This design comes from an exercise in tuning for small area and a short achievable clock period on the open sky130 flow, not from production work.
The RTL was checked by simulation tests, not by an equivalence proof against the original design.

<file path="design.v">
`timescale 1ns / 1ps
	module int_to_float(output [31:0] flt_value,  input [31:0] int_value);
    integer i;
    reg [7:0] exp;
    reg [22:0] mantissa;
    assign flt_value = {int_value[31], exp, mantissa};
    always @* begin
        exp = 0;
        mantissa = 0;
        if(int_value != 32'b0) begin
            for(i = 0; i < 32; i = i + 1)
                if(int_value[i]) exp = i;
            if(exp > 23)
                mantissa = int_value >> (exp - 23);
            else if(exp < 23)
                mantissa = int_value << (23 - exp);
            else
                mantissa = int_value;
            exp = exp + 127;
        end
    end
endmodule
`timescale 1ns / 1ps
module fp_multiplier(input [32-1:0]  fp_input1,
            input [32-1:0]  fp_input2,
            input 			 clock,
            input 	  		 enable,
            output [32-1:0] fp_output,
            output 		    fp_exception
    );
wire [2*32+-2*8-1:0]result_man;
main_multiplier_fpu_test m1(.a({1'b1,fp_input1[32-2-8:0]}),.b({1'b1,fp_input2[32-2-8:0]}),.clk(clock),.c_reg(result_man));
wire overflow_exception;
wire underflow_exception;
reg [8-1:0]result_exp;
reg [8-1:0]out_exp;
reg [32-8-2:0] out_man;
reg [32-2:0] out_res;
reg out_inf;
reg out_zero;
reg out_nan;
reg out_inf_fw_1;
reg out_zero_fw_1;
reg out_nan_fw_1;
reg out_inf_fw_2;
reg out_zero_fw_2;
reg out_nan_fw_2;
reg do_norm;
reg overflow_exception_1;
reg underflow_exception_1;
reg overflow_exception_1_fw;
reg underflow_exception_1_fw;
reg overflow_exception_2;
reg norm_done;
reg exp_adj_done;
reg output_sign;
reg output_sign_fw_1;
reg output_sign_fw_2;
always @(posedge clock)
begin	
  if (enable)
  begin
    output_sign <= fp_input1[32-1] ^ fp_input2[32-1];   
    if (fp_input1[32-2:0] == 31'h7f800000 && fp_input2[32-2:0] == 31'b0)
    begin
      out_nan  <= 1;   
      out_zero <= 0; 
      out_inf  <= 0; 
      do_norm	<= 0;
    end	
    else if(fp_input2[32-2:0] == 31'h7f800000 && fp_input1[32-2:0] == 31'b0)
    begin
      out_nan  <= 1;   
      out_zero <= 0; 
      out_inf  <= 0; 
      do_norm	<= 0;
    end
    else if(fp_input1[32-2:0] == 31'h7f800000 || fp_input2[32-2:0] == 31'h7f800000)
    begin
      out_inf  <= 1;   
      out_zero <= 0;
      out_nan  <= 0;
      do_norm	<= 0;
    end			
    else if(fp_input1[32-2:0] == 31'b0 || fp_input2[32-2:0] == 31'b0)
    begin
      out_zero <= 1;   
      out_inf  <= 0;  
      out_nan  <= 0;
      do_norm	<= 0;
    end	
    else
    begin		
      out_inf  	<= 0;  
      out_zero 	<= 0;
      out_nan		<= 0;
      do_norm		<= 1;
      result_exp  <= fp_input1[32-2:32-1-8] + fp_input2[32-2:32-1-8] - 7'd127;						
    end
  end
  else
  begin
    out_zero      <= out_zero;
    out_nan		  <= out_nan;
    out_inf		  <= out_inf;
    result_exp	  <= result_exp;
    output_sign	  <= output_sign;		
    do_norm 		  <= do_norm;
  end
end
always @(posedge clock)
begin
  norm_done  	  			 <= 0;
  out_man	     			 <= 0;
  overflow_exception_1  <= 0;
  underflow_exception_1 <= 0;
  out_zero_fw_1 			 <= out_zero;
  out_nan_fw_1  			 <= out_nan;
  out_inf_fw_1  			 <= out_inf;
  output_sign_fw_1		 <= output_sign;
  if(do_norm)
  begin
    if (result_exp > 254)
    begin
      overflow_exception_1 	<= 1;   
      underflow_exception_1 	<= 0;
    end
    else if (result_exp < 1)
    begin
      underflow_exception_1 	<= 1;
      overflow_exception_1 	<= 0;
    end
    else
    begin
      if(result_man[2*32+-2*8-1])
      begin
        out_exp <= result_exp + 1'b1;  
        out_man <= result_man [2*32+-2*8-2 : 2*32+-2*8-2 -(32-8-2)];  
        norm_done  <= 1;
      end
      else if (result_man[2*32+-2*8-2])
      begin
        out_exp <= result_exp;  
        out_man <= result_man [2*32+-2*8-3 : 2*32+-2*8-3 -(32-8-2)];
        norm_done  <= 1;
      end		
      else
        out_man <= 23'b0;
    end
  end
end
always @(posedge clock)
begin
  exp_adj_done 				 <= 0;
  overflow_exception_2 	 <= 0;
  out_res						 <= 0;
  overflow_exception_1_fw  <= overflow_exception_1;
  underflow_exception_1_fw <= underflow_exception_1;
  out_zero_fw_2 			 	 <= out_zero_fw_1;
  out_nan_fw_2  			 	 <= out_nan_fw_1;
  out_inf_fw_2  			 	 <= out_inf_fw_1;
  output_sign_fw_2		 	 <= output_sign_fw_1;
  if(norm_done)
  begin		
    if (out_exp > 254)
      overflow_exception_2 <= 1;
    else
    begin
      exp_adj_done <= 1;
      out_res      <= {out_exp,out_man};
    end
  end
end
assign fp_output[32-1]     = output_sign_fw_2;
assign fp_output[32-2:0]   = exp_adj_done ? out_res : underflow_exception ? 31'b0: overflow_exception ? 31'h7f800000 : out_nan_fw_2 ? 31'h7f800001 : 31'b0;
assign overflow_exception  = overflow_exception_1_fw || overflow_exception_2 || out_inf_fw_2;
assign underflow_exception = underflow_exception_1_fw || out_zero_fw_2;
assign fp_exception        = overflow_exception || underflow_exception;
endmodule
module main_multiplier_fpu_test(
 input [23:0]	a,
 input [23:0] 	b,
 input 			clk,
 input 			en,
 output reg [47:0] 	c_reg
    );
  reg [23:0]  a_reg;
  reg [23:0]  b_reg;
  wire [47:0] c ; 
  always @(posedge clk) begin
    a_reg <= a ; 
    b_reg <= b ; 
    c_reg <= c ; 
    end 
  multiplier_fpu_test mul(
            .a(a_reg), 
            .b(b_reg), 
            .c(c),
            .clk(clk)
            );
endmodule
module multiplier_fpu_test(
 input [23:0] 	a,
 input [23:0]	b,
 input 			clk,
 output reg [47:0] 	c
    );
   wire [47:0]	c0;
   wire [47:0]	c1;
   wire [47:0]	c2;
   wire [47:0]	c3;
   wire [47:0]	c4;
   wire [47:0]	c5;
   wire [47:0]	c6;
   wire [47:0]	c7;
   wire [47:0]	c8;
   wire [47:0]	c9;
   wire [47:0]	c10;
   wire [47:0]	c11;
   wire [47:0]	c12;
   reg [47:0]	d0;
   reg [47:0]	d1;
   reg [47:0]	d2;
   reg [47:0]	d3;
   reg [47:0]	d4;
   reg [47:0]	d5;
   reg [47:0]	d6;
   reg [47:0]	d7;
   reg [47:0]	d8;
   reg [47:0]	d9;
   reg [47:0]	d10;
   reg [47:0]	d11;
   reg [47:0]	d12;
   mini_multiplier_fpu_test mmul0(
                .a(a),
                .b({b[1:0],1'b0}),
                .c(c0)
                );
   mini_multiplier_fpu_test mmul1(
                .a(a),
                .b(b[3:1]),
                .c(c1)
                );
   mini_multiplier_fpu_test mmul2(
                .a(a),
                .b(b[5:3]),
                .c(c2)
                );							
   mini_multiplier_fpu_test mmul3(
                .a(a),
                .b(b[7:5]),
                .c(c3)
                );
   mini_multiplier_fpu_test mmul4(
                .a(a),
                .b(b[9:7]),
                .c(c4)
                );
   mini_multiplier_fpu_test mmul5(
                .a(a),
                .b(b[11:9]),
                .c(c5)
                );
    mini_multiplier_fpu_test mmul6(
                .a(a),
                .b(b[13:11]),
                .c(c6)
                );
    mini_multiplier_fpu_test mmul7(
                .a(a),
                .b(b[15:13]),
                .c(c7)
                );
    mini_multiplier_fpu_test mmul8(
                .a(a),
                .b(b[17:15]),
                .c(c8)
                );
    mini_multiplier_fpu_test mmul9(
                .a(a),
                .b(b[19:17]),
                .c(c9)
                );
    mini_multiplier_fpu_test mmul10(
                .a(a),
                .b(b[21:19]),
                .c(c10)
                );
    mini_multiplier_fpu_test mmul11(
                .a(a),
                .b(b[23:21]),
                .c(c11)
                );
   mini_multiplier_fpu_test mmul12(
                .a(a),
                .b({2'b0,b[23]}),
                .c(c12)
                );
   always @( posedge clk) begin
    d0 <= c0 ;
    d1 <= {c1[45:0],2'b0} ;
    d2 <= {c2[43:0],4'b0} ;
    d3 <= {c3[41:0],6'b0} ;
    d4 <= {c4[39:0],8'b0} ;
    d5 <= {c5[37:0],10'b0} ;
    d6 <= {c6[35:0],12'b0} ;
    d7 <= {c7[33:0],14'b0} ;
    d8 <= {c8[31:0],16'b0} ;
    d9 <= {c9[29:0],18'b0} ;
    d10 <= {c10[27:0],20'b0} ;
    d11 <= {c11[25:0],22'b0} ;	
    d12 <= {c12[23:0],24'b0} ;	
   end
   reg [47:0] c_temp1, c_temp2, c_temp3, c_temp4, c_temp5, c_temp6, c_temp7, c_temp9, c_temp10, c_temp11, c_temp12; 
   always @(*) begin
    c_temp1 = d0 + d1 ; 
    c_temp2 = d2 + d3 ; 
    c_temp3 = d4 + d5 ; 
    c_temp4 = d6 + d7 ;
    c_temp5 = d8 + d9 ; 
    c_temp6 = d10 + d11 ; 		
    c_temp9 = c_temp1 + c_temp2 ;
    c_temp10 = c_temp3 + c_temp4 ;
    c_temp11 = c_temp5 + c_temp6 ;		
    c_temp12 = c_temp9 + c_temp10;
    c_temp7 = d12 + c_temp11;
    c = c_temp12 + c_temp7;
   end
endmodule
module mini_multiplier_fpu_test(
  input [23:0]	a,
  input [2:0] 	b,
  output reg [47:0] 		c
    );
  always @(*) begin
    case (b)
      3'b000 : c <= 1'b0 ; 
      3'b010 : c <= {{24{1'b0}},a} ; 
      3'b100 : c <= ~{{23{1'b0}},a,1'b0} + 48'b1 ;
      3'b110 : c <= ~{{24{1'b0}},a} + 48'b1 ; 
      3'b001 : c <= {{24{1'b0}},a} ;
      3'b011 : c <= {{23{1'b0}},a,1'b0} ; 
      3'b101 : c <= ~{{24{1'b0}},a} + 48'b1 ;
      3'b111 : c <= 1'b0 ;  			
    endcase
  end 
endmodule
`timescale 1ns / 1ps
module fp_adder(a,b,clk,out);
input[31:0]a,b;
input clk;
output [31:0]out;
wire [7:0]e1,e2,ex,ey,exy,ex1,ey1,ex2,ex3;
wire s1,s2,s,s3,sr,sn,s4,sx1,sy1,sn1,sn2,sn3,sn4,sr1,sr2,sn5,sn6;
wire [23:0]m1,m2,mx,my,mxy,mx1,my1;
wire [24:0]mxy1,mxy2;
assign s1=a[31];
assign s2=b[31];
assign e1=a[30:23];
assign e2=b[30:23];
assign m1[23]=1'b1;
assign m2[23]=1'b1;
assign m1[22:0]=a[22:0];
assign m2[22:0]=b[22:0];
cmpshift as(e1[7:0],e2[7:0],s1,s2,m1[23:0],m2[23:0],clk,ex,ey,mx,my,s,sx1,sy1);
buffer1 buff1(ex,ey,sx1,sy1,mx,my,s,clk,ex1,ey1,mx1,my1,sn,sn1,sn2);
faddsub as1(mx1,my1,sn1,sn2,sn,ex1,clk,mxy1,ex2,sn3,sn4,s3,sr1);
buffer2 buff2(mxy1,s3,sr1,ex2,sn3,sn4,clk,mxy2,ex3,sn5,sn6,s4,sr2);
normalized as2(mxy2,sr2,sn5,sn6,s4,clk,ex3,sr,exy,mxy);
assign out={sr,exy,mxy[22:0]};
endmodule
module buffer2(mxy1,s3,sr1,ex,sn3,sn4,clk,mxy2,ex3,sn5,sn6,s4,sr2);
input [24:0]mxy1;
input s3,clk,sr1,sn3,sn4;
input [7:0]ex;
output reg[24:0]mxy2;
output reg[7:0]ex3;
output reg s4,sn5,sn6,sr2;
always@(posedge clk)
begin
sr2<=sr1;
sn5<=sn3;
sn6<=sn4;
ex3<=ex;
mxy2<=mxy1;
s4<=s3;
end
endmodule
module buffer1(ex,ey,sx1,sy1,mx,my,s,clk,ex1,ey1,mx1,my1,sn,sn1,sn2);
input [7:0]ex,ey;
input [23:0]mx,my;
input s,clk,sx1,sy1;
output reg [7:0]ex1,ey1;
output reg [23:0]mx1,my1;
output reg sn,sn1,sn2;
always@(posedge clk)
begin
sn1<=sx1;
sn2<=sy1;
ex1<=ex;
ey1<=ey;
mx1<=mx;
my1<=my;
sn<=s;
end
endmodule
module normalized(mxy1,s,s1,s2,s3,clk,ex,sr,exy,mxy);
input[24:0]mxy1;
input s,s1,s2,s3,clk;
input[7:0]ex;
output reg sr;
output reg[7:0]exy;
output reg[23:0]mxy;
reg [24:0]mxy2;
reg [23:0]mxy_t;
reg [7:0]exy_t;
always@(posedge clk)
begin
sr<=s?s1^(mxy1[24]&s3):s2^(mxy1[24]&s3);
mxy2=(mxy1[24]&s3)?~mxy1+25'b1:mxy1;
mxy_t=mxy2[24:1];
exy_t=ex;
repeat(24)
begin
if(mxy_t[23]==1'b0)
begin
mxy_t=mxy_t<<1'b1;
exy_t=exy_t-8'b1;
end
end
mxy<=mxy_t;
exy<=exy_t;
end
endmodule
module faddsub(a,b,s1,s2,sn,ex1,clk,out,ex2,sn3,sn4,s,sr1);  
input [23:0]a,b;
input[7:0]ex1;
input s1,s2,clk,sn;
output reg [23:0]ex2;
output reg[24:0]out;
output reg s,sn3,sn4,sr1;
always@(posedge clk)
begin
ex2<=ex1;
sr1<=sn;
sn3<=s1;
sn4<=s2;
s<=s1^s2;
if(s1^s2)
begin
out<=a-b;
end
else
begin
out<=a+b;
end
end
endmodule
module cmpshift(e1,e2,s1,s2,m1,m2,clk,ex,ey,mx,my,s,sx1,sy1);  
input [7:0]e1,e2;
input [23:0]m1,m2;
input clk,s1,s2;
output reg[7:0]ex,ey;
output reg[23:0]mx,my;
output reg s,sx1,sy1;
reg [7:0]diff;
always@(posedge clk)
begin
sx1<=s1;
sy1<=s2;
if(e1==e2)
begin
ex<=e1+8'b1;
ey<=e2+8'b1;
mx<=m1;
my<=m2;
s<=1'b1;
end
else if(e1>e2)
begin
diff=e1-e2;
ex<=e1+8'b1;
ey<=e1+8'b1;
mx<=m1;
my<=m2>>diff;
s<=1'b1;
end
else
begin
diff=e2-e1;
ex<=e2+8'b1;
ey<=e2+8'b1;
mx<=m2;
my<=m1>>diff;
s<=1'b0;
end
end
endmodule
`timescale 1ns / 1ps
module fp_logarithm(in_val, clk, ln_output,rst);
input[31:0] in_val;
input clk,rst;
output[31:0] ln_output;
wire[31:0] frac, frac_by_2, add_1,log_mant,exp_ln2, mant_flt, exp_flt;
reg[31:0] frac_pipe1,frac_by_2_pipe1, add_pipe1, log_mant_pipe1, exp_ext, exp_ln2_pipe1,mant_ext,exp_flt_val;
reg[22:0] mant;
reg[7:0] exp,exp_val;
reg s;
int_to_float itf1(.int_value(mant_ext), .flt_value(mant_flt));
int_to_float itf2(.int_value(exp_ext), .flt_value(exp_flt));
fp_multiplier 	fpm1(.fp_input1(mant_flt), 		.fp_input2(32'h34000000),  .clock(clk), .enable(1'b1), .fp_output(frac)		);
fp_multiplier 	fpm2(.fp_input1(frac_pipe1), 		.fp_input2(32'hbf000000),  .clock(clk), .enable(1'b1), .fp_output(frac_by_2));
fp_adder 		fpa1(.a(frac_by_2_pipe1),.b(32'h3f800000),  .clk(clk), .out(add_1)	);
fp_multiplier 	fpm3(.fp_input1(frac_pipe1), 		.fp_input2(add_pipe1),	   .clock(clk), .enable(1'b1), .fp_output(log_mant)	);
fp_multiplier	fpm4(.fp_input1(exp_flt_val),			.fp_input2(32'h3f317218),  .clock(clk), .enable(1'b1),.fp_output(exp_ln2));
fp_adder			fpa2(.a(exp_ln2_pipe1),	.b(log_mant_pipe1),.clk(clk),.out(ln_output));
always@(posedge clk)
begin
mant<=in_val[22:0];
exp <=in_val[30:23] -127;
if(exp[7]==1'b1)
begin
exp_val<=-exp;
s=1'b1;end
else
begin
exp_val<=exp;
s=1'b0;
end
exp_ext[7:0]<= exp_val;
exp_ext[31:8]<={24{exp_val[7]}};
exp_flt_val<={s,exp_flt[30:0]};
mant_ext<={8'h00,mant};
frac_pipe1<=frac;
frac_by_2_pipe1<=frac_by_2;
add_pipe1<=add_1;
log_mant_pipe1<=log_mant;
exp_ln2_pipe1<=exp_ln2;
end
endmodule
</file>
<file path="run.sh">
#!/bin/bash
# synth_recipe.tcl (not shown) runs the flow's synth.tcl, then flattens the netlist and writes it again
# the make line also repeats each setting of config.mk as NAME=value (left out here)
make -C /OpenROAD-flow-scripts/flow DESIGN_CONFIG=/design/flow/config.mk WORK_HOME=/design/flow/orfs CLKGATE_MAP_FILE= SYNTH_SCRIPT=/design/flow/synth_recipe.tcl finish
</file>
<file path="config.mk">
export PLATFORM = sky130hd
export DESIGN_NAME = fp_logarithm
export DESIGN_NICKNAME = fp_logarithm
export VERILOG_FILES = /design/flow/design.v
export SDC_FILE = /design/flow/constraint.sdc
export NUM_CORES = 4
export LEC_CHECK = 0
export CAP_MARGIN = 20
export CORE_MARGIN = 2
export CORE_UTILIZATION = 40
export SLEW_MARGIN = 20
</file>
<file path="constraint.sdc">
create_clock -name core_clock -period 16.0 [get_ports {clk}]
set_input_delay 3.2000 -clock core_clock [delete_from_list [all_inputs] [get_ports {clk}]]
set_output_delay 3.2000 -clock core_clock [all_outputs]
set_load 0.01 [all_outputs]
</file>
==> notes.md <==
ys async rst share=0%; Util after Layout=44.9%; Setup crit end kind=register; Final setup viols=0; hold buffer count at CTS=0; outcome=finished clean; Residual DRC=0; Critical Path RT=between 15 and 20 ns; Layout area overhead=11.4%; hold path depth=0; Chip Width=a little under 500 um; Post-Syn Instances=about 10000; Initial Util=slightly above 40%; YS warnings=12; Vias per Instance=5.64; Fin Setup TNS=0 ns; Placement Cell Area=97100 um^2; Post-synth EDFFs=64; FP Rows=about 180; Peak Freq=roughly 0.066 GHz; IO Count=66; Final WS setup=0.916 ns; clk_skew=a little under 0.08 ns; Critical Path Start Type=register; #FFs+latches synth=1655; CTS Buffer Depth=3; Num CTS Buffers=roughly 170; number of max-cap violations=0; Routed Antenna Nets=0; worst reg-to-reg path cell count=just under 80; CTS root buf=clkbuf_16; first drt pass iteration count=8; Slew headroom=around 14%; WL final=283000 um; Core Area=~230000 um^2; largest net degree at the start of global routing=75; CP Class=register to register; Synth Net Count=between 10000 and 15000; CTS tree=yes; WP data arrival=approximately 16 ns; CTS clk-pin slew, worst paths=0.06 ns; share of layout cells above drive strength 1=8.37%; Slew Limit Fails=0; final hold violation count=0; top flop regs=add_pipe1 x32, exp_ln2_pipe1 x32, log_mant_pipe1 x32; Worst Tran Pin Value=1.28 ns; Final GP Congestion=about 0.93; GRT Total Usage=a little under a quarter; slowest CP cell=or4_1; CTS Sinks=roughly 1700; fin crit period=roughly 15 ns; Fill cells=about 22000; global-route wire length before repair=435000 um; DPL Wire Length=207000 um; most frequent CP cell=ha_1; fin crit share=a little over nine tenths; initial antenna violation count=11; GR Overflow Total=0; synthesized area per cell=9.13 um^2; H-tree levels=4; slowest stage delay, CP=between 0.5 and 0.6 ns; die height=between 400 and 500 um; worst skew pair latency=0.88 ns; Finished Cell Area=104000 um^2; Netlist cell types=128; register area share after synthesis=36.3%; buffers added on ports=between 60 and 70; vias post-DR=~75000; vias in the first global route=around 74000; worst reg-to-reg setup slack=between 0.9 and 1 ns; Min-Delay Path Class=register to register; Synth Flop Type=dfxtp_1; CP max FO=5; die area=between 200000 and 250000 um^2; DR WL/cell=approximately 21 um; synthesized cell area=around 93000 um^2; initial drt markers=around 7300; pre-CTS setup slack=about 0.27 ns; Final Net Count=between 10000 and 15000
## critical path: cells and delay by family, from the launching register on
kind / cells / cell delay (ns)
buffers and inverters: 7 / 0.58
adder cells (fa/ha/maj): 20 / 5.73
flip-flops: 1 / 0.32
AND/OR/NAND/NOR: 24 / 3.29
multiplexers: 8 / 1.58
XOR/XNOR: 2 / 0.28
AO/OA/AOI/OAI: 18 / 3.15
## routing by layer
layer / track usage (%) / up-vias / part of all wire [%] / wire length (um)
li1: - / 35100 / - / -
met1: 30.1 / 36000 / 42 / 119000
met2: 38.4 / 2860 / 46 / 130000
met3: 4.82 / 733 / 7.5 / 21300
met4: 9.31 / 8 / 4.4 / 12300
met5: 0.0816 / - / 0.021 / 59
## what timing repair did
action | 4_1_cts | 5_1_grt
buffers inserted | 0 | 11
gates resized for setup | 0 | 35
endpoints found under the setup margin | 0 | 7
## cell families (layout without fill, tap and decap cells)
logic type / after synthesis / after routing / synth area share (%)
other cells: 1 / 8 / 0.00403
xor+xnor: 624 / 624 / 6.29
fa+ha+maj: 913 / 913 / 16.0
buf+inv: 1406 / 1435 / 5.76
simple gates: 2930 / 2930 / 15.4
compound gates: 2407 / 2407 / 17.2
mux: 247 / 247 / 3.01
flops: 1655 / 1655 / 36.3
## worst paths after layout
| kind | from | endpoint |
|---|---|---|
| max reg2reg | fpa1.buff2.mxy2[0]$_DFF_P_ | fpa1.as2.exy[7]$_DFF_P_ |
| max | fpa1.buff2.mxy2[0]$_DFF_P_ | fpa1.as2.exy[7]$_DFF_P_ |
| min reg2reg | fpa2.as1.out[19]$_DFF_P_ | fpa2.buff2.mxy2[19]$_DFF_P_ |
| min | fpa2.as1.out[19]$_DFF_P_ | fpa2.buff2.mxy2[19]$_DFF_P_ |
## synth_stat cells (65+ instances only)
master | number | area share [%]
clkbuf_1 | 495 | 2.0
a21oi_1 | 573 | 3.1
a22o_1 | 108 | 1.0
a211oi_1 | 87 | 0.70
nor2b_1 | 89 | 0.60
xor2_1 | 218 | 2.1
nand4_1 | 76 | 0.51
inv_1 | 782 | 3.2
mux2i_1 | 162 | 1.7
nand3_1 | 171 | 0.92
a21o_1 | 69 | 0.56
o21ai_0 | 556 | 3.0
buf_1 | 69 | 0.28
nand2b_1 | 66 | 0.44
nor2_1 | 813 | 3.3
fa_1 | 458 | 9.9
o22ai_1 | 107 | 0.72
ha_1 | 441 | 5.9
a221oi_1 | 136 | 1.3
o211ai_1 | 101 | 0.82
nand2_1 | 782 | 3.2
o22a_1 | 70 | 0.66
and2_1 | 314 | 2.1
xnor2_1 | 370 | 3.5
nor3_1 | 236 | 1.3
dfxtp_1 | 1591 | 34
nor4_1 | 65 | 0.44
a31oi_1 | 66 | 0.44
## layout by cell type (no fill, tap or decap), types with 76 or more instances in the layout
master,Yosys,layout
buf_4,7,259
a221oi_1,136,136
inv_1,782,781
dfxtp_1,1591,1573
clkbuf_16,0,178
nor3_1,236,233
a22o_1,108,108
a21oi_1,573,566
nor2b_1,89,85
ha_1,441,437
and2_1,314,315
xor2_1,218,216
xnor2_1,370,356
a211oi_1,87,87
nand4_1,76,76
nand2_1,782,781
nand3_1,171,171
o21ai_0,556,555
o22ai_1,107,107
o211ai_1,101,101
fa_1,458,457
mux2i_1,162,160
nor2_1,813,807
## final cells by class
| type | count | area, um^2 | share of cell area, % |
|---|---|---|---|
| timing repair buffer | 322 | 2570 | 2.49 |
| clock buffer | 243 | 5020 | 4.85 |
| antenna | 7 | 17.5 | 0.0169 |
| multi-input combinational | 7122 | 54300 | 52.4 |
| clock inverter | 78 | 1120 | 1.08 |
| tap | 3026 | 3790 | 3.66 |
| inverter | 792 | 2970 | 2.87 |
| sequential | 1655 | 33800 | 32.6 |
## per-stage QoR
stage / instances / hold WS (ns)
5_1_grt: 13200 / 0.296
2_1_floorplan: 10200 / 0.310
6_report: 13200 / 0.283
3_5_place_dp: 12900 / 0.312
3_3_place_gp: 12900 / 0.309
4_1_cts: 13200 / 0.286

## separate check: timing with driven ports
Ports are ideal in the flow. The routed layout listed here was re-timed in OpenROAD. Step 1 sets driving cells, clkbuf_16 on the clock port and buf_2 on the other inputs (assumed; they add their load-dependent delay and slew). Step 2 also shifts input and output timing later by t, the mid clock arrival at the registers, as if the neighbouring blocks saw the same clock. Three values: no drivers, after step 1, after step 2; two values: the first two.
t (ns): 0.915
setup WS [ns]: 0.916 / 0.916 / 0.916
latest minus earliest clock arrival (ns): 0.096 / 0.095
After both steps this run still meets setup and hold. For this run, drivers alone change the setup slack by 0.000 ns; drivers and shift together by 0.000 ns.
